From an optimization exercise on the open Yosys and OpenROAD flow, aimed at small area and a short achievable clock period; shortcuts taken in it are not production practice.
RTL that was checked went through simulation tests only; none was proved equivalent to the original.
Power and IR drop assume default switching activity.

== the baseline ==
Design gca_dlnv, start of the top module:
module gca_dlnv(
    input [31:0]    coord0,
    input [31:0]    coord1,
    input           ld,
    input           step,
    input           CLK,
    output          FC,
    output [20:0]   ADDR
);
    wire [10:0] xs = coord0[10:0];
    wire [9:0]  ys = coord0[20:11];
    wire [10:0] x1 = coord1[10:0];
    wire [9:0]  y1 = coord1[20:11];
    reg  [10:0] x;
    reg  [9:0]  y;
    reg         sx, sy;      
    reg  [10:0] dx;          
    reg  [9:0]  dy;          
    reg  [11:0] q;           
    reg         xmaj_n;      
    reg  [11:0] h;           
    reg         eqx, eqy;    
    wire xmaj = q[11];
    wire        gx = ({1'b0, xs} + {1'b0, ~x1}) >> 11;
    wire        gy = ({1'b0, ys} + {1'b0, ~y1}) >> 10;
    wire [10:0] tx = xs + ~x1 + {10'd0, sx};
    wire [9:0]  ty = ys + ~y1 + {9'd0, sy};
    wire [11:0] qn  = {2'b0, dy} - {1'b0, dx};
    wire [11:0] h0x = {2'b0, dy} + ~{2'b0, dx[10:1]} + {11'd0, ~dx[0]};
    wire [11:0] h0y = {3'b0, dy[9:1]} + ~{1'b0, dx} + {11'd0, dy[0]};
    wire [11:0] h0  = qn[11] ? h0x : h0y;
    wire gox = xmaj | h[11];         
  ...
Size: about 71 flip-flops, ~5800 sq um of cells after synthesis.
clock: 5.0 ns
lec_check: 0
cap_margin: 20
core_margin: 2
core_utilization: 40
setup_slack_margin: 2.3
slew_margin: 20
standard.sh (not shown) runs the stock make flow with config.mk's settings and CLKGATE_MAP_FILE= SYNTH_SCRIPT=/design/flow/synth_recipe.tcl, a recipe that flattens the netlist after the stock synthesis.
==> flow/flow/run.sh <==
#!/bin/bash
# Own layout flow: the standard ORFS flow (standard.sh) with
#  - ORFS's full/half-adder extraction turned off, so ABC maps the adders
#  - a shorter ABC mapping script (structural choices, then delay mapping)
#  - plain buffers on the ports instead of the delay cells ORFS picks
#  - a clock tree with larger sink clusters and no dummy loads
set -euo pipefail
here=$(pwd)
rm -rf "$here/scripts_mod"
cp -r "$FLOW_HOME/scripts" "$here/scripts_mod"
cp "$here/flow/abc_speed.script" "$here/scripts_mod/abc_speed.script"
export SCRIPTS_DIR="$here/scripts_mod"
export ADDER_MAP_FILE=
export BUFFER_PORTS_ARGS="-buffer_cell sky130_fd_sc_hd__buf_1"
export CTS_ARGS="-sink_clustering_enable -repair_clock_nets -dont_use_dummy_load -sink_clustering_size 16 -root_buf sky130_fd_sc_hd__clkbuf_8 -buf_list {sky130_fd_sc_hd__clkbuf_4}"
bash standard.sh > standard.log 2>&1
==> flow/flow/abc_speed.script <==
&get -n
&st
&dch
&nf
&put
The inputs of the candidate differ from those of the baseline as listed below.
--- a/flow/flow/run.sh
+++ b/flow/flow/run.sh
@@ -14,3 +14,3 @@
 export BUFFER_PORTS_ARGS="-buffer_cell sky130_fd_sc_hd__buf_1"
-export CTS_ARGS="-sink_clustering_enable -repair_clock_nets -dont_use_dummy_load -sink_clustering_size 16 -root_buf sky130_fd_sc_hd__clkbuf_8 -buf_list {sky130_fd_sc_hd__clkbuf_4}"
+export CTS_ARGS="-sink_clustering_enable -repair_clock_nets -dont_use_dummy_load -sink_clustering_size 40 -sink_clustering_max_diameter 150 -buf_list {sky130_fd_sc_hd__clkbuf_4}"
 bash standard.sh > standard.log 2>&1
- The candidate against the baseline: worst slew margin relative to its limit rose 0.91 points; routed wire length fell 0.47%; instance count of the mapped netlist about even; floorplan row count about even; met2 wire length fell about 1.5%.
- Diff the baseline -> the candidate | first-pass GRT wire length | increase of 0.69%
- On post-route cell area: the candidate sits below the baseline.
- The higher non-clock buffer total of the final layout of the baseline and the candidate is in the baseline.
- The switching power of the nets number comes out higher for the baseline vs the candidate.
No functional check of the RTL was part of any run of this note.

The RTL this note starts from:
==> flow/design.v <==
module gca_dlnv(
    input [31:0]    coord0,
    input [31:0]    coord1,
    input           ld,
    input           step,
    input           CLK,
    output          FC,
    output [20:0]   ADDR
);
    wire [10:0] xs = coord0[10:0];
    wire [9:0]  ys = coord0[20:11];
    wire [10:0] x1 = coord1[10:0];
    wire [9:0]  y1 = coord1[20:11];
    reg  [10:0] x;
    reg  [9:0]  y;
    reg         sx, sy;      
    reg  [10:0] dx;          
    reg  [9:0]  dy;          
    reg  [11:0] q;           
    reg         xmaj_n;      
    reg  [11:0] h;           
    reg         eqx, eqy;    
    wire xmaj = q[11];
    wire [11:0] tx = {1'b0, xs} + {1'b0, ~x1} + {11'd0, sx};
    wire [10:0] ty = {1'b0, ys} + {1'b0, ~y1} + {10'd0, sy};
    wire [11:0] qn  = {2'b0, dy} - {1'b0, dx};
    wire [11:0] h0x = {2'b0, dy} + ~{2'b0, dx[10:1]} + {11'd0, ~dx[0]};
    wire [11:0] h0y = {3'b0, dy[9:1]} + ~{1'b0, dx} + {11'd0, dy[0]};
    wire [11:0] h0  = qn[11] ? h0x : h0y;
    wire gox = xmaj | h[11];         
    wire goy = xmaj_n | ~h[11];      
    wire both = gox & goy;
    wire [11:0] sa = xmaj ? {2'b0, dy} : ~{1'b0, dx};
    wire [11:0] hm = both ? q : sa;
    wire [11:0] hs = h + (hm & {12{step}}) + {11'd0, step & ~both & xmaj_n};
    wire mx = step & gox;
    wire my = step & goy;
    wire [10:0] wx = x ^ {11{sx}};
    wire [9:0]  wy = y ^ {10{sy}};
    wire [10:0] fx;
    wire [9:0]  fy;
    assign fx[0] = 1'b1;
    assign fy[0] = 1'b1;
    genvar i;
    generate
        for (i = 1; i < 11; i = i + 1) begin : gfx
            assign fx[i] = &wx[i-1:0];
        end
        for (i = 1; i < 10; i = i + 1) begin : gfy
            assign fy[i] = &wy[i-1:0];
        end
    endgenerate
    wire [10:0] ex = x ^ x1;
    wire [9:0]  ey = y ^ y1;
    wire eqx_hold = ~|ex;
    wire eqy_hold = ~|ey;
    wire eqx_step = ex == fx;
    wire eqy_step = ey == fy;
    assign ADDR = {y, x};
    assign FC = ~ld & (xmaj ? eqx : eqy);
    always @(posedge CLK) begin
        x <= ld ? xs : x ^ ({11{mx}} & fx);
        y <= ld ? ys : y ^ ({10{my}} & fy);
        eqx <= (mx & ~ld) ? eqx_step : eqx_hold;
        eqy <= (my & ~ld) ? eqy_step : eqy_hold;
        sx <= tx[11];
        sy <= ty[10];
        dx <= tx[10:0] ^ {11{~sx}};
        dy <= ty[9:0] ^ {10{~sy}};
        q <= qn;
        xmaj_n <= ~qn[11];
        h <= ld ? h0 : hs;
    end
endmodule
export LEC_CHECK = 0
export CAP_MARGIN = 20
export CORE_MARGIN = 2
export CORE_UTILIZATION = 40
export SETUP_SLACK_MARGIN = 2.3
export SLEW_MARGIN = 20
create_clock -name core_clock -period 5.0 [get_ports {CLK}]
==> flow/flow/run.sh <==
#!/bin/bash
# Own layout flow: the standard ORFS flow (standard.sh) with
#  - ORFS's full/half-adder extraction turned off, so ABC maps the adders
#  - a shorter ABC mapping script (structural choices, then delay mapping)
#  - plain buffers on the ports instead of the delay cells ORFS picks
#  - a clock tree with larger sink clusters and no dummy loads
set -euo pipefail
here=$(pwd)
rm -rf "$here/scripts_mod"
cp -r "$FLOW_HOME/scripts" "$here/scripts_mod"
cp "$here/flow/abc_speed.script" "$here/scripts_mod/abc_speed.script"
export SCRIPTS_DIR="$here/scripts_mod"
export ADDER_MAP_FILE=
export BUFFER_PORTS_ARGS="-buffer_cell sky130_fd_sc_hd__buf_1"
export CTS_ARGS="-sink_clustering_enable -repair_clock_nets -dont_use_dummy_load -sink_clustering_size 40 -sink_clustering_max_diameter 150 -buf_list {sky130_fd_sc_hd__clkbuf_4}"
bash standard.sh > standard.log 2>&1
Scripts as last shown in full above: flow/flow/abc_speed.script
The first run produced a clean layout.
Rerun with:
--- a/flow/flow/run.sh
+++ b/flow/flow/run.sh
@@ -14,3 +14,3 @@
 export BUFFER_PORTS_ARGS="-buffer_cell sky130_fd_sc_hd__buf_1"
-export CTS_ARGS="-sink_clustering_enable -repair_clock_nets -dont_use_dummy_load -sink_clustering_size 40 -sink_clustering_max_diameter 150 -buf_list {sky130_fd_sc_hd__clkbuf_4}"
+export CTS_ARGS="-sink_clustering_enable -repair_clock_nets -dont_use_dummy_load -sink_clustering_size 16 -root_buf sky130_fd_sc_hd__clkbuf_8 -buf_list {sky130_fd_sc_hd__clkbuf_4}"
 bash standard.sh > standard.log 2>&1
--- a/flow/config.mk
+++ b/flow/config.mk
@@ -10,3 +10,3 @@
 export CORE_UTILIZATION = 40
-export SETUP_SLACK_MARGIN = 2.3
+export SETUP_SLACK_MARGIN = 2.2
 export SLEW_MARGIN = 20
=> The changed run completed with no timing, DRC or antenna violations. First-iteration DRC count shrinks by 2.1%. Sequential share of layout area shrinks by 0.25 points. Hold slack improves by 4.4 ps.
Rerun with:
--- a/flow/config.mk
+++ b/flow/config.mk
@@ -10,3 +10,3 @@
 export CORE_UTILIZATION = 40
-export SETUP_SLACK_MARGIN = 2.2
+export SETUP_SLACK_MARGIN = 2.3
 export SLEW_MARGIN = 20
The changed run ran to the end with no violations.
Count of clock-buffer cells in the layout is unchanged.
Non-clock buffer count is unchanged.
Routed wire length grows by 1.4%.
Global-route usage came out higher by 0.54 points.
Power climbs by 1.1%.
Design area rises by 0.81%.
Utilization grows by 0.40 points.
Worst hold slack loses 9.7 ps.
Synthesized cell count does not change.
Rerun with:
--- a/flow/config.mk
+++ b/flow/config.mk
@@ -10,3 +10,3 @@
 export CORE_UTILIZATION = 40
-export SETUP_SLACK_MARGIN = 2.3
+export SETUP_SLACK_MARGIN = 2.4
 export SLEW_MARGIN = 20
The new run went through all stages and came out clean.
Clock skew stays flat.
Design area is higher by 4.3%.
Cell count is higher by 1.9%.
Setup slack gains 50 ps.
Rerun with:
--- a/flow/flow/run.sh
+++ b/flow/flow/run.sh
@@ -14,3 +14,3 @@
 export BUFFER_PORTS_ARGS="-buffer_cell sky130_fd_sc_hd__buf_1"
-export CTS_ARGS="-sink_clustering_enable -repair_clock_nets -dont_use_dummy_load -sink_clustering_size 16 -root_buf sky130_fd_sc_hd__clkbuf_8 -buf_list {sky130_fd_sc_hd__clkbuf_4}"
+export CTS_ARGS="-sink_clustering_enable -repair_clock_nets -dont_use_dummy_load -sink_clustering_size 16 -buf_list {sky130_fd_sc_hd__clkbuf_4}"
 bash standard.sh > standard.log 2>&1
--- a/flow/config.mk
+++ b/flow/config.mk
@@ -10,3 +10,3 @@
 export CORE_UTILIZATION = 40
-export SETUP_SLACK_MARGIN = 2.4
+export SETUP_SLACK_MARGIN = 2.3
 export SLEW_MARGIN = 20
Outcome: Worst hold slack is better by 49 ps; wire length drops by 6.0%; clock skew climbs by 17 ps; count of clock-buffer cells in the layout is unchanged.
Rerun with:
--- a/flow/flow/run.sh
+++ b/flow/flow/run.sh
@@ -14,3 +14,3 @@
 export BUFFER_PORTS_ARGS="-buffer_cell sky130_fd_sc_hd__buf_1"
-export CTS_ARGS="-sink_clustering_enable -repair_clock_nets -dont_use_dummy_load -sink_clustering_size 16 -buf_list {sky130_fd_sc_hd__clkbuf_4}"
+export CTS_ARGS="-sink_clustering_enable -repair_clock_nets -dont_use_dummy_load -sink_clustering_size ${CTS_SINKS:-20} -buf_list {sky130_fd_sc_hd__clkbuf_4 sky130_fd_sc_hd__clkbuf_8}"
 bash standard.sh > standard.log 2>&1
Result: Synthesized area does not change. Hold slack is worse by 5.3 ps. Sequential cell count stays the same. Global-route usage fell by 0.15 points. Power climbs by a few percent. Setup slack got worse by 44 ps. Utilization rose by 0.67 points. Final cell count stays flat. Sequential share of layout area is lower by 0.33 points.
Function was not checked in any run of this note: the RTL went through the layout flow alone.

Another version of the RTL of gca_dlnv (not shown whole).
Size: about 710 cells after synthesis, roughly 71 flip-flops, about 5700 um2 of cells after synthesis.
==> flow/design.v (excerpt) <==
module gca_dlnv(
    input [31:0]    coord0,
    input [31:0]    coord1,
    input           ld,
    input           step,
    input           CLK,
    output          FC,
    output [20:0]   ADDR
);
==> flow/config.mk <==
export PLATFORM = sky130hd
export DESIGN_NAME = gca_dlnv
export DESIGN_NICKNAME = gca_dlnv
export VERILOG_FILES = /design/flow/design.v
export SDC_FILE = /design/flow/constraint.sdc
export NUM_CORES = 4
export LEC_CHECK = 0
export CAP_MARGIN = 20
export CORE_MARGIN = 2
export CORE_UTILIZATION = 40
export SETUP_SLACK_MARGIN = 2.4
export SLEW_MARGIN = 20
==> flow/constraint.sdc <==
create_clock -name core_clock -period 5.0 [get_ports {CLK}]
set_input_delay 1.0000 -clock core_clock [delete_from_list [all_inputs] [get_ports {CLK}]]
set_output_delay 1.0000 -clock core_clock [all_outputs]
set_load 0.01 [all_outputs]
==> flow/flow/run.sh <==
#!/bin/bash
# Own layout flow: the standard ORFS flow (standard.sh) with
#  - ORFS's full/half-adder extraction turned off, so ABC maps the adders
#  - a shorter ABC mapping script (structural choices, then delay mapping)
#  - plain buffers on the ports instead of the delay cells ORFS picks
#  - a clock tree with larger sink clusters and no dummy loads
set -euo pipefail
here=$(pwd)
rm -rf "$here/scripts_mod"
cp -r "$FLOW_HOME/scripts" "$here/scripts_mod"
cp "$here/flow/abc_speed.script" "$here/scripts_mod/abc_speed.script"
export SCRIPTS_DIR="$here/scripts_mod"
export ADDER_MAP_FILE=
export BUFFER_PORTS_ARGS="-buffer_cell sky130_fd_sc_hd__buf_1"
export CTS_ARGS="-sink_clustering_enable -repair_clock_nets -dont_use_dummy_load -sink_clustering_size 16 -root_buf sky130_fd_sc_hd__clkbuf_8 -tree_buf sky130_fd_sc_hd__clkbuf_4 -buf_list {sky130_fd_sc_hd__clkbuf_4}"
bash standard.sh > standard.log 2>&1
Scripts as last shown in full above: flow/flow/abc_speed.script
Edit:
--- a/flow/flow/run.sh
+++ b/flow/flow/run.sh
@@ -3,0 +4 @@
+#  - Yosys's own Brent-Kung carry lookahead instead of ORFS's Kogge-Stone map
@@ -13,0 +15 @@
+export SYNTH_OPERATIONS_ARGS="-booth"
@@ -15 +17 @@
-export CTS_ARGS="-sink_clustering_enable -repair_clock_nets -dont_use_dummy_load -sink_clustering_size 16 -root_buf sky130_fd_sc_hd__clkbuf_8 -tree_buf sky130_fd_sc_hd__clkbuf_4 -buf_list {sky130_fd_sc_hd__clkbuf_4}"
+export CTS_ARGS="-sink_clustering_enable -repair_clock_nets -dont_use_dummy_load -sink_clustering_size 40 -sink_clustering_max_diameter 150 -buf_list {sky130_fd_sc_hd__clkbuf_4}"
--- a/flow/config.mk
+++ b/flow/config.mk
@@ -11 +11 @@
-export SETUP_SLACK_MARGIN = 2.4
+export SETUP_SLACK_MARGIN = 2.1
After rerunning: Cell count fell by about 7%; total power shrinks by about 6%; worst hold slack improved by 0.0091 ns; non-clock buffer count fell by 9; synthesized area shrinks by 6.7%; wire length came out lower by about 13%; design area fell by about 8%; core utilization went down by 1.2 points; register-to-register slack loses 0.40 ns.
Edit:
--- a/flow/flow/run.sh
+++ b/flow/flow/run.sh
@@ -4 +3,0 @@
-#  - Yosys's own Brent-Kung carry lookahead instead of ORFS's Kogge-Stone map
@@ -15 +13,0 @@
-export SYNTH_OPERATIONS_ARGS="-booth"
==> flow/flow/abc_speed.script (replaced) <==
&get -n
&st
&dch -f
&nf
&put
--- a/flow/config.mk
+++ b/flow/config.mk
@@ -11 +11 @@
-export SETUP_SLACK_MARGIN = 2.1
+export SETUP_SLACK_MARGIN = 2.3
The changed run passed the timing, DRC and antenna checks.
Via count came out higher by roughly a tenth.
Total power came out higher by a few percent.
Routed wire length came out higher by about a fifth.
Combinational power came out higher by roughly a tenth.

== harbor ==
Starting RTL as in the previous note.
clock: 5.0 ns
lec_check: 0
cap_margin: 20
core_margin: 2
core_utilization: 40
setup_slack_margin: 2.2
slew_margin: 20
==> flow/flow/run.sh <==
#!/bin/bash
# Own layout flow: the standard ORFS flow (standard.sh) with
#  - ORFS's full/half-adder extraction turned off, so ABC maps the adders
#  - a shorter ABC mapping script (structural choices, then delay mapping)
#  - plain buffers on the ports instead of the delay cells ORFS picks
#  - a clock tree with larger sink clusters and no dummy loads
set -euo pipefail
here=$(pwd)
rm -rf "$here/scripts_mod"
cp -r "$FLOW_HOME/scripts" "$here/scripts_mod"
cp "$here/flow/abc_speed.script" "$here/scripts_mod/abc_speed.script"
export SCRIPTS_DIR="$here/scripts_mod"
export ADDER_MAP_FILE=
export BUFFER_PORTS_ARGS="-buffer_cell sky130_fd_sc_hd__buf_1"
export CTS_ARGS="-sink_clustering_enable -repair_clock_nets -dont_use_dummy_load -sink_clustering_size 16 -root_buf sky130_fd_sc_hd__clkbuf_8 -tree_buf sky130_fd_sc_hd__clkbuf_4 -buf_list {sky130_fd_sc_hd__clkbuf_4}"
bash standard.sh > standard.log 2>&1
==> flow/flow/abc_speed.script <==
&get -n
&st
&dch
&nf
&put
The inputs of indigo differ from those of harbor as listed below.
- SETUP_SLACK_MARGIN now 2.5, was 2.2
diff --git a/flow/flow/run.sh b/flow/flow/run.sh
--- a/flow/flow/run.sh
+++ b/flow/flow/run.sh
@@ -13,4 +13,4 @@
 export ADDER_MAP_FILE=
 export BUFFER_PORTS_ARGS="-buffer_cell sky130_fd_sc_hd__buf_1"
-export CTS_ARGS="-sink_clustering_enable -repair_clock_nets -dont_use_dummy_load -sink_clustering_size 16 -root_buf sky130_fd_sc_hd__clkbuf_8 -tree_buf sky130_fd_sc_hd__clkbuf_4 -buf_list {sky130_fd_sc_hd__clkbuf_4}"
+export CTS_ARGS="-sink_clustering_enable -repair_clock_nets -dont_use_dummy_load -sink_clustering_size ${CTS_SINKS:-20} -buf_list {sky130_fd_sc_hd__clkbuf_4 sky130_fd_sc_hd__clkbuf_8}"
 bash standard.sh > standard.log 2>&1
==> run summary <==
- Against harbor as the reference, indigo delivers a higher net total in the final layout.
- Every stage of the flow completed for indigo, and the final layout passed the timing, DRC and antenna checks.
- Summary of indigo over harbor: fraction of area in registers went down, number of placed cells counting well taps down 3, cell count saw an increase, filler cell count -79, via count saw an increase.
- Between indigo and harbor, the worst hold slack is higher for harbor.
- Number of signal-net buffers in the layout grows by more than 10% when moving from harbor to indigo.
[inputs] amber vs indigo
- SETUP_SLACK_MARGIN changed from 2.5 to 2.2
diff --git a/flow/flow/run.sh b/flow/flow/run.sh
--- a/flow/flow/run.sh
+++ b/flow/flow/run.sh
@@ -13,4 +13,4 @@
 export ADDER_MAP_FILE=
 export BUFFER_PORTS_ARGS="-buffer_cell sky130_fd_sc_hd__buf_1"
-export CTS_ARGS="-sink_clustering_enable -repair_clock_nets -dont_use_dummy_load -sink_clustering_size ${CTS_SINKS:-20} -buf_list {sky130_fd_sc_hd__clkbuf_4 sky130_fd_sc_hd__clkbuf_8}"
+export CTS_ARGS="-sink_clustering_enable -repair_clock_nets -dont_use_dummy_load -sink_clustering_size 40 -sink_clustering_max_diameter 150 -buf_list {sky130_fd_sc_hd__clkbuf_4}"
 bash standard.sh > standard.log 2>&1
[summary]
amber went all the way through synthesis, placement and routing and the layout is clean on timing, DRC and antenna.
In the reports for amber and indigo, the larger routability-driven placement congestion ratio belongs to amber.
Data-path buffer share of cell area in the final layout: amber < indigo
In amber, the achievable frequency came out 13 MHz below the value in indigo.
indigo has higher worst slack after detailed placement than amber.
Status: overall track demand over capacity in global routing parity (indigo, amber)
Required time of the worst setup path (lower): amber
Changes in yarrow relative to amber:
- swapping 2.2 for 2.3 in SETUP_SLACK_MARGIN
diff --git a/flow/flow/run.sh b/flow/flow/run.sh
--- a/flow/flow/run.sh
+++ b/flow/flow/run.sh
@@ -2,4 +2,5 @@
 # Own layout flow: the standard ORFS flow (standard.sh) with
 #  - ORFS's full/half-adder extraction turned off, so ABC maps the adders
+#  - Yosys's own Brent-Kung carry lookahead instead of ORFS's Kogge-Stone map
 #  - a shorter ABC mapping script (structural choices, then delay mapping)
 #  - plain buffers on the ports instead of the delay cells ORFS picks
@@ -12,4 +13,5 @@
 export SCRIPTS_DIR="$here/scripts_mod"
 export ADDER_MAP_FILE=
+export SYNTH_OPERATIONS_ARGS="-booth"
 export BUFFER_PORTS_ARGS="-buffer_cell sky130_fd_sc_hd__buf_1"
 export CTS_ARGS="-sink_clustering_enable -repair_clock_nets -dont_use_dummy_load -sink_clustering_size 40 -sink_clustering_max_diameter 150 -buf_list {sky130_fd_sc_hd__clkbuf_4}"
[summary]
From amber to yarrow the numbers moved as follows: overall via count from detail_route shrank by 397, worst setup slack saw a decrease, utilization after layout climbed 2.5 points. yarrow reached the final stage; the timing, DRC and antenna checks on its layout passed. Taking amber as the reference, in yarrow power attributed to the clock group now sits higher, cell area after layout now sits lower, portion of total power attributed to combinational logic now sits lower, length in cells of the worst reg-to-reg path now sits lower. Reg2reg setup slack sits lower in yarrow than in amber.
Input-level comparison between maple and yarrow:
diff --git a/flow/flow/run.sh b/flow/flow/run.sh
--- a/flow/flow/run.sh
+++ b/flow/flow/run.sh
@@ -2,5 +2,4 @@
 # Own layout flow: the standard ORFS flow (standard.sh) with
 #  - ORFS's full/half-adder extraction turned off, so ABC maps the adders
-#  - Yosys's own Brent-Kung carry lookahead instead of ORFS's Kogge-Stone map
 #  - a shorter ABC mapping script (structural choices, then delay mapping)
 #  - plain buffers on the ports instead of the delay cells ORFS picks
@@ -13,5 +12,4 @@
 export SCRIPTS_DIR="$here/scripts_mod"
 export ADDER_MAP_FILE=
-export SYNTH_OPERATIONS_ARGS="-booth"
 export BUFFER_PORTS_ARGS="-buffer_cell sky130_fd_sc_hd__buf_1"
 export CTS_ARGS="-sink_clustering_enable -repair_clock_nets -dont_use_dummy_load -sink_clustering_size 40 -sink_clustering_max_diameter 150 -buf_list {sky130_fd_sc_hd__clkbuf_4}"
==> flow/flow/abc_speed.script <==
&get -n
&st
&synch2
&nf
&st
&dch
&nf
&put
==> comparison <==
maple closes out successfully: all stages finished, all timing, DRC and antenna checks passed. Delta(utilization, maple - yarrow) < 0. Slack of the worst reg-to-reg path: yarrow and maple compared, lower one is yarrow. Taking yarrow as the reference, in maple global-route usage has increased, count of cell instances traversed by the critical path has remained practically unchanged, ratio of final minimum period to clock period has decreased, maximum number of pins on one net before global-route repair has decreased. Against yarrow, standby leakage power in maple came out worse. maple — non-clock buffering overhead in the final layout 2.0 points lower, yarrow as reference. Going from yarrow to maple, final critical-path required period dropped 0.21 ns; hold slack +0.091 ns.

==> separate check: timing with driven ports <==
The results above use ideal ports. As a check the final layouts listed here were re-extracted and re-timed, cells and wires unchanged. Step 1 (the two cells are an assumption about what drives the block):
set clk [get_ports {CLK}]
set_driving_cell -lib_cell sky130_fd_sc_hd__clkbuf_16 $clk
set_driving_cell -lib_cell sky130_fd_sc_hd__buf_2 [delete_from_list [all_inputs] $clk]
Step 2 also shifts input and output timing later by t, the mid clock arrival at the registers, as if the neighbouring blocks saw the same clock. a / b / c = no drivers / after step 1 / after step 2; a / b = the first two.
run | t, ns | setup WS [ns] | hold slack, ns | clock arrival spread, ns | worst register clock-pin slew, ns
the baseline | 0.376 | 2.217 / 2.217 / 2.103 | 0.584 / 0.584 / 0.584 | 0.015 / 0.015 | 0.07 / 0.07
the candidate | 0.442 | 2.227 / 2.227 / 2.100 | 0.552 / 0.552 / 0.552 | 0.030 / 0.031 | 0.12 / 0.12
the first run of note 2 | 0.463 | 2.374 / 2.374 / 1.963 | 0.568 / 0.568 / 0.568 | 0.042 / 0.043 | 0.12 / 0.12
the second run of note 2 | 0.379 | 2.250 / 2.250 / 1.879 | 0.573 / 0.573 / 0.573 | 0.034 / 0.034 | 0.09 / 0.09
the third run of note 2 | 0.384 | 2.331 / 2.331 / 2.019 | 0.563 / 0.563 / 0.563 | 0.029 / 0.029 | 0.08 / 0.08
the fourth run of note 2 | 0.390 | 2.381 / 2.381 / 2.012 | 0.519 / 0.519 / 0.519 | 0.025 / 0.025 | 0.08 / 0.08
the fifth run of note 2 | 0.463 | 2.374 / 2.374 / 1.963 | 0.568 / 0.568 / 0.568 | 0.042 / 0.043 | 0.12 / 0.12
the sixth run of note 2 | 0.384 | 2.331 / 2.331 / 2.019 | 0.563 / 0.563 / 0.563 | 0.029 / 0.029 | 0.08 / 0.08
the first run of note 3 | 0.378 | 2.339 / 2.339 / 2.022 | 0.508 / 0.508 / 0.508 | 0.024 / 0.024 | 0.07 / 0.07
the second run of note 3 | 0.448 | 1.935 / 1.935 / 1.846 | 0.517 / 0.517 / 0.517 | 0.026 / 0.026 | 0.12 / 0.12
the third run of note 3 | 0.458 | 2.317 / 2.317 / 1.957 | 0.531 / 0.531 / 0.531 | 0.021 / 0.021 | 0.12 / 0.12
harbor | 0.376 | 2.273 / 2.265 / 2.007 | 0.560 / 0.560 / 0.560 | 0.022 / 0.023 | 0.07 / 0.07
indigo | 0.386 | 2.379 / 2.379 / 2.166 | 0.533 / 0.533 / 0.533 | 0.019 / 0.019 | 0.08 / 0.08
amber | 0.446 | 2.286 / 2.265 / 1.954 | 0.533 / 0.533 / 0.533 | 0.036 / 0.036 | 0.11 / 0.11
yarrow | 0.452 | 2.023 / 2.023 / 1.960 | 0.512 / 0.512 / 0.512 | 0.032 / 0.032 | 0.12 / 0.12
maple | 0.467 | 2.235 / 2.235 / 1.990 | 0.603 / 0.603 / 0.603 | 0.028 / 0.028 | 0.12 / 0.12
After both steps setup and hold are still met in every run listed.
